Context: an optimization exercise on an open-source flow, tuned for small area and a short achievable clock period. The choices shown serve that exercise and are no tape-out recipe.
Only simulation tests tie the RTL to the original design; equivalence was not proved.
No activity file was given, so power comes from the tool's default toggle rates.

==> trial 30: inputs <==
Design alu, start of the top module:
module alu (
  input  logic clk, rst,
  input  logic [31:0] in1, in2,
  input  logic fue,
  input  logic [4:0] op,
  output logic [31:0] out,
  output logic [3:0] fout
);
export LEC_CHECK = 0
export CAP_MARGIN = 20
export CORE_MARGIN = 2
export CORE_UTILIZATION = 55
export CTS_BUF_LIST = sky130_fd_sc_hd__clkbuf_2
export SETUP_SLACK_MARGIN = 1.5
export SLEW_MARGIN = 20
export SYNTH_HIERARCHICAL = 1
create_clock -name core_clock -period 7.5 [get_ports {clk}]
standard.sh (not shown) runs the stock make flow with config.mk's settings and CLKGATE_MAP_FILE= SYNTH_SCRIPT=/design/flow/synth_recipe.tcl, a recipe that flattens the netlist after the stock synthesis.
==> flow/flow/run.sh <==
#!/bin/bash
# Layout flow: the standard ORFS flow (standard.sh), with these changes:
#  - the port buffers are sky130_fd_sc_hd__buf_1 (the default choice is a
#    large delay cell);
#  - before floorplanning, every logic cell is set to drive strength 1
#    (flow/downsize.tcl), so that timing repair upsizes only what it needs;
set -euo pipefail
export BUFFER_PORTS_ARGS="-buffer_cell sky130_fd_sc_hd__buf_1"
export PRE_FLOORPLAN_TCL="$PWD/flow/downsize.tcl"
bash standard.sh synth > synth.log 2>&1
bash standard.sh cts > layout_to_cts.log 2>&1
bash standard.sh finish SETUP_SLACK_MARGIN=0.3 > layout_finish.log 2>&1
==> flow/flow/downsize.tcl <==
# Set every logic cell that synthesis mapped to a larger drive strength back
# to drive strength 1; timing repair later upsizes only where it is needed.
set db [ord::get_db]
set lib [lindex [$db getLibs] 0]
set n 0
foreach inst [[ord::get_db_block] getInsts] {
  set m [[$inst getMaster] getName]
  if {[regexp {^(sky130_fd_sc_hd__[a-z0-9]+)_([0-9]+)$} $m -> base size]} {
    if {$size > 1 && ![string match *df* $base] && ![string match *clk* $base]} {
      set target [$db findMaster ${base}_1]
      if {$target != "NULL" && $target != ""} {
        $inst swapMaster $target
        incr n
      }
    }
  }
}
puts "downsize: $n cells set to drive strength 1"
==> inputs of build 50, as changes to trial 30 <==
--- a/flow/design.v
+++ b/flow/design.v
@@ -4,2 +4,5 @@
 endmodule
+module g_buf (input wire a, output wire y);
+  assign y = a;
+endmodule
 module g_nand2 (input wire a, b, output wire y);
@@ -10,2 +13,11 @@
 endmodule
+module g_and2 (input wire a, b, output wire y);
+  assign y = a & b;
+endmodule
+module g_or2 (input wire a, b, output wire y);
+  assign y = a | b;
+endmodule
+module g_nand3 (input wire a, b, c, output wire y);
+  assign y = ~(a & b & c);
+endmodule
 module g_nor3 (input wire a, b, c, output wire y);
@@ -13,2 +25,8 @@
 endmodule
+module g_nand4 (input wire a, b, c, d, output wire y);
+  assign y = ~(a & b & c & d);
+endmodule
+module g_nor4 (input wire a, b, c, d, output wire y);
+  assign y = ~(a | b | c | d);
+endmodule
 module g_xor2 (input wire a, b, output wire y);
@@ -34,2 +52,5 @@
 endmodule
+module g_o31ai (input wire a1, a2, a3, b1, output wire y);
+  assign y = ~((a1 | a2 | a3) & b1);
+endmodule
 module g_nor2b (input wire a, bn, output wire y);
@@ -37,2 +58,5 @@
 endmodule
+module g_o41ai (input wire a1, a2, a3, a4, b1, output wire y);
+  assign y = ~((a1 | a2 | a3 | a4) & b1);
+endmodule
 module alu (
--- a/flow/flow/run.sh
+++ b/flow/flow/run.sh
@@ -10,3 +10,3 @@
 bash standard.sh synth > synth.log 2>&1
-bash standard.sh cts > layout_to_cts.log 2>&1
+bash standard.sh cts SETUP_SLACK_MARGIN=1.5 > layout_cts.log 2>&1
 bash standard.sh finish SETUP_SLACK_MARGIN=0.3 > layout_finish.log 2>&1
--- a/flow/flow/downsize.tcl
+++ b/flow/flow/downsize.tcl
@@ -8,3 +8,3 @@
   if {[regexp {^(sky130_fd_sc_hd__[a-z0-9]+)_([0-9]+)$} $m -> base size]} {
-    if {$size > 1 && ![string match *df* $base] && ![string match *clk* $base]} {
+    if {$size > 1 && ![string match *df* $base] && ![string match *buf* $base]} {
       set target [$db findMaster ${base}_1]
==> comparison table <==
                                                          trial 30     build 50
DR WL met3                                                  537 um       586 um
Clk. pwr                                               0.0000221 W  0.0000216 W
Hold slack                                                0.497 ns     0.503 ns
Number of cells upsized or downsized after cts                  26           30
GP Congestion                                                0.855        0.883
Maximum single-stage delay on the critical path            0.25 ns      0.35 ns
Worst vdd rail ir drop                                     90.0 uV      99.3 uV
Minimum period implied by the final worst setup slack      6.08 ns      6.06 ns
Count of non-filler cells in the finished layout               597          600
Initial core utilization                                     56.2%        56.5%
Fraction of area in multi-input gates                        77.5%        77.0%
Non-clock buffer count                                         113          116
Critical path peak fanout                                       10            4
Buffers inserted during post-CTS setup optimization              4            7
Final clock-cell share                                      0.462%       0.455%
Run status                                timing/DRC/antenna clean  timing/DRC/antenna clean
Slew of the pin with the lowest slew margin               0.818 ns     0.762 ns
Wire length of the first global-routing pass               13.4 mm      13.5 mm
Crit path buffers/inverters                                      5            2
Vias post-DR                                                  3482         3514
Slew Limit Headroom                                          45.4%        49.2%
Met1 routed wirelength after detailed routing              3.80 mm      3.74 mm
Combinational fraction of design power                       87.8%        88.0%
Number of global-route vias before repair                     2966         3075

-- static timing again, ports no longer ideal --
No port has a modelled driver above. Below, the same layouts with a new extraction and two added sets of constraints. Step 1 (the two cells are an assumption about what drives the block):
set clk [get_ports {clk}]
set_driving_cell -lib_cell sky130_fd_sc_hd__clkbuf_16 $clk
set_driving_cell -lib_cell sky130_fd_sc_hd__buf_2 [delete_from_list [all_inputs] $clk]
Step 2 moves the port delays by t, midway between the first and last clock arrival at a register: inputs arrive t later, outputs are due t later. That takes back most of the time a late clock gives input paths. Three values: no drivers, after step 1, after step 2; two values: the first two.
| run | shift t [ns] | setup slack, ns | worst setup path at the end | latest minus earliest clock arrival (ns) | worst data-port slew with drivers (ns) |
|---|---|---|---|---|---|
| trial 30 | 0.242 | 1.418 / 1.399 / 1.399 | input to output | 0.012 / 0.012 | 0.04 |
| build 50 | 0.239 | 1.443 / 1.421 / 1.421 | input to output | 0.005 / 0.006 | 0.04 |
After both steps every run listed still meets setup and hold. For build 50, which loses most, drivers alone change the setup slack by -0.022 ns; drivers and shift together by -0.022 ns.
